What follows belongs to an exercise in optimizing a design on an open flow for small area and a short achievable clock period; a production flow would make more cautious choices.
Where RTL was checked, it was by simulation tests only, not by an equivalence proof against the original.
Power figures rest on the tool's default switching activity, not on a simulated workload.

== birch ==
==> flow/design.v (excerpt) <==
module alu #(
    parameter INST_W = 4,
    parameter INT_W  = 6,
    parameter FRAC_W = 10,
    parameter DATA_W = INT_W + FRAC_W
)(
    input                      i_clk,
    input                      i_rst_n,
    input                      i_in_valid,
    output                     o_busy,
    input         [INST_W-1:0] i_inst,
    input  signed [DATA_W-1:0] i_data_a,
    input  signed [DATA_W-1:0] i_data_b,
    output                     o_out_valid,
    output        [DATA_W-1:0] o_data
);
export LEC_CHECK = 0
export ABC_CLOCK_PERIOD_IN_PS = 3500
export CAP_MARGIN = 20
export CORE_MARGIN = 2
export CORE_UTILIZATION = 50
export CTS_BUF_LIST = sky130_fd_sc_hd__clkbuf_8
export SETUP_SLACK_MARGIN = 4.8
export SLEW_MARGIN = 20
create_clock -name core_clock -period 8.5 [get_ports {i_clk}]
run.sh (not shown) runs the stock make flow with config.mk's settings and CLKGATE_MAP_FILE= SYNTH_SCRIPT=/design/flow/synth_recipe.tcl, a recipe that flattens the netlist after the stock synthesis.
Relative to birch, the following input files were edited for cedar:
- a change of SETUP_SLACK_MARGIN from 4.8 to 5
- a deleted CTS_BUF_LIST that had been sky130_fd_sc_hd__clkbuf_8
[summary]
From birch to cedar the numbers moved as follows: total half-perimeter wirelength after legalization and detailed placement higher, layout overhead on the synthesized area has increased. [compare] base=birch new=cedar: via count +1.2%; critical path depth +4. Final-stage net count (higher): cedar. Measured against birch, the wire length the detailed router placed on met1 of cedar comes out at 1.06 times the reference value.
Function was not checked in any run of this note: the RTL went through the layout flow alone.

* * *

alu, a different RTL version from the one above (not shown whole).
Size in the first run: roughly 2900 cells after synthesis, ~57 I/O pins, about 28000 um^2 of cells after synthesis.
## alu
module alu #(
    parameter INST_W = 4,
    parameter INT_W  = 6,
    parameter FRAC_W = 10,
    parameter DATA_W = INT_W + FRAC_W
)(
    input                      i_clk,
    input                      i_rst_n,
    input                      i_in_valid,
    output                     o_busy,
    input         [INST_W-1:0] i_inst,
    input  signed [DATA_W-1:0] i_data_a,
    input  signed [DATA_W-1:0] i_data_b,
    output                     o_out_valid,
    output        [DATA_W-1:0] o_data
);
clock: 8.5 ns
lec_check: 0
abc_area: 1
cap_margin: 20
core_margin: 2
core_utilization: 55
cts_buf_list: sky130_fd_sc_hd__clkbuf_8
setup_slack_margin: 5
slew_margin: 20
standard.sh (not shown) runs the stock make flow with config.mk's settings and CLKGATE_MAP_FILE= SYNTH_SCRIPT=/design/flow/synth_recipe.tcl, a recipe that flattens the netlist after the stock synthesis.
==> flow/flow/run.sh <==
#!/bin/bash
# The standard layout (the standard.sh, all ORFS steps to finish), with one
# change: the port buffers are made as buf_2 cells instead of the slow delay
# buffer ORFS's port buffering picks by default. The tools' full output goes
# to flow_standard.log.
set -euo pipefail
bash standard.sh BUFFER_PORTS_ARGS="-buffer_cell sky130_fd_sc_hd__buf_2" finish > flow_standard.log 2>&1
Rerun with:
==> flow/run.sh (new file) <==
#!/bin/bash
# synth_recipe.tcl (not shown) runs the flow's synth.tcl, then flattens the netlist and writes it again
# the make line also repeats each setting of config.mk as NAME=value (left out here)
make -C /OpenROAD-flow-scripts/flow DESIGN_CONFIG=/design/flow/config.mk WORK_HOME=/design/flow/orfs CLKGATE_MAP_FILE= SYNTH_SCRIPT=/design/flow/synth_recipe.tcl finish
--- a/flow/config.mk
+++ b/flow/config.mk
@@ -9,5 +9,5 @@
 export CAP_MARGIN = 20
 export CORE_MARGIN = 2
-export CORE_UTILIZATION = 55
+export CORE_UTILIZATION = 58
 export CTS_BUF_LIST = sky130_fd_sc_hd__clkbuf_8
 export SETUP_SLACK_MARGIN = 5
removed: flow/flow/run.sh
removed: flow/standard.sh
Cell area grows by about 2.5%.
Clock power came out lower by about 4%.
Combinational power hardly moves.
Worst hold slack gets worse by 0.014 ns.
Routed wire length rose by 2.4%.
First-iteration DRC count went up by 17%.
Rerun with:
==> flow/flow/run.sh (new file) <==
#!/bin/bash
# The standard layout (the standard.sh, all ORFS steps to finish), with one
# change: the port buffers are made as buf_2 cells instead of the slow delay
# buffer ORFS's port buffering picks by default. The tools' full output goes
# to flow_standard.log.
set -euo pipefail
bash standard.sh BUFFER_PORTS_ARGS="-buffer_cell sky130_fd_sc_hd__buf_2" finish > flow_standard.log 2>&1
==> flow/standard.sh (new file) <==
#!/bin/bash
# synth_recipe.tcl (not shown) runs the flow's synth.tcl, then flattens the netlist and writes it again
# the make line also repeats each setting of config.mk as NAME=value (left out here)
make -C /OpenROAD-flow-scripts/flow DESIGN_CONFIG=/design/flow/config.mk WORK_HOME=/design/flow/orfs CLKGATE_MAP_FILE= SYNTH_SCRIPT=/design/flow/synth_recipe.tcl "${@:-finish}"
--- a/flow/config.mk
+++ b/flow/config.mk
@@ -9,6 +9,7 @@
 export CAP_MARGIN = 20
 export CORE_MARGIN = 2
-export CORE_UTILIZATION = 58
+export CORE_UTILIZATION = 50
 export CTS_BUF_LIST = sky130_fd_sc_hd__clkbuf_8
 export SETUP_SLACK_MARGIN = 5
 export SLEW_MARGIN = 20
+export TNS_END_PERCENT = 20
removed: flow/run.sh
The changed run ran to the end with no violations.
Clock-buffer cell count shrinks by 6.
Wire length is about the same.
Via count drops by a few percent.
Worst setup slack improves by 0.20 ns.
Rerun with:
==> flow/run.sh (new file) <==
#!/bin/bash
# synth_recipe.tcl (not shown) runs the flow's synth.tcl, then flattens the netlist and writes it again
# the make line also repeats each setting of config.mk as NAME=value (left out here)
make -C /OpenROAD-flow-scripts/flow DESIGN_CONFIG=/design/flow/config.mk WORK_HOME=/design/flow/orfs CLKGATE_MAP_FILE= SYNTH_SCRIPT=/design/flow/synth_recipe.tcl finish
==> flow/config.mk (replaced) <==
export PLATFORM = sky130hd
export DESIGN_NAME = alu
export DESIGN_NICKNAME = alu
export VERILOG_FILES = /design/flow/design.v
export SDC_FILE = /design/flow/constraint.sdc
export NUM_CORES = 4
export LEC_CHECK = 0
export ABC_CLOCK_PERIOD_IN_PS = 3500
export CAP_MARGIN = 20
export CORE_MARGIN = 2
export CORE_UTILIZATION = 50
export SETUP_SLACK_MARGIN = 4.8
export SLEW_MARGIN = 20
removed: flow/flow/run.sh
removed: flow/standard.sh
- global-route usage is lower by 2.4 points
- wire length is lower by roughly a tenth
- final area falls slightly
- synthesized cell count shrinks by about a fifth
- setup slack gets worse by 0.32 ns
- die area came out lower by a few percent
- maximum frequency decreases by a little under a tenth
Rerun with:
==> flow/flow/run.sh (new file) <==
#!/bin/bash
# The standard layout (the standard.sh, all ORFS steps to finish), with one
# change: the port buffers are made as buf_2 cells instead of the slow delay
# buffer ORFS's port buffering picks by default. The tools' full output goes
# to flow_standard.log.
set -euo pipefail
bash standard.sh BUFFER_PORTS_ARGS="-buffer_cell sky130_fd_sc_hd__buf_2" finish > flow_standard.log 2>&1
==> flow/standard.sh (new file) <==
#!/bin/bash
# synth_recipe.tcl (not shown) runs the flow's synth.tcl, then flattens the netlist and writes it again
# the make line also repeats each setting of config.mk as NAME=value (left out here)
make -C /OpenROAD-flow-scripts/flow DESIGN_CONFIG=/design/flow/config.mk WORK_HOME=/design/flow/orfs CLKGATE_MAP_FILE= SYNTH_SCRIPT=/design/flow/synth_recipe.tcl "${@:-finish}"
--- a/flow/config.mk
+++ b/flow/config.mk
@@ -9,5 +9,7 @@
 export CAP_MARGIN = 20
 export CORE_MARGIN = 2
-export CORE_UTILIZATION = 50
+export CORE_UTILIZATION = 58
+export CTS_BUF_LIST = sky130_fd_sc_hd__clkbuf_8
 export SETUP_SLACK_MARGIN = 4.8
 export SLEW_MARGIN = 20
+export TNS_END_PERCENT = 10
removed: flow/run.sh
Outcome: Power went down by 3.2%; via count went down by 0.81%; maximum frequency went down by 2.3%; cell count went down by 2.1%; die area went down by 14%; combinational power went down by about 2%; register-to-register slack loses 0.09 ns; area after synthesis is unchanged; routed wire length went down by 4.3%; first-iteration DRC count went down by 0.96%; global-route usage went up by 3.3 points.

afterwards: timing with drivers on the ports:
In the flow no input, the clock included, has a driving cell. The finished layouts below were timed again as built, in two steps.
Step 1 (the two cells are an assumption about what drives the block):
set clk [get_ports {i_clk}]
set_driving_cell -lib_cell sky130_fd_sc_hd__clkbuf_16 $clk
set_driving_cell -lib_cell sky130_fd_sc_hd__buf_2 [delete_from_list [all_inputs] $clk]
Step 2, shift: input delay + t, output delay - t, t = (earliest + latest rising clock arrival at the registers) / 2. This alone moves slack from input paths to output paths.
Slacks: ideal / step 1 / step 2; pairs: ideal / step 1.
run | t (ns) | setup WS [ns] | clock arrival spread, ns
birch | 0.732 | 4.799 / 4.799 / 4.127 | 0.040 / 0.041
cedar | 0.676 | 4.819 / 4.819 / 4.306 | 0.023 / 0.022
the first run of note 2 | 0.767 | 4.973 / 4.928 / 4.161 | 0.062 / 0.062
the second run of note 2 | 0.736 | 4.785 / 4.818 / 4.082 | 0.034 / 0.034
the third run of note 2 | 0.752 | 4.987 / 4.946 / 4.193 | 0.062 / 0.063
the fourth run of note 2 | 0.673 | 4.668 / 4.668 / 4.166 | 0.039 / 0.039
the fifth run of note 2 | 0.731 | 4.578 / 4.578 / 4.011 | 0.046 / 0.046
After both steps setup and hold are still met in every run listed. The setup slack of the first run of note 2, which loses most, moves by -0.045 ns with the drivers and by -0.812 ns with both steps.
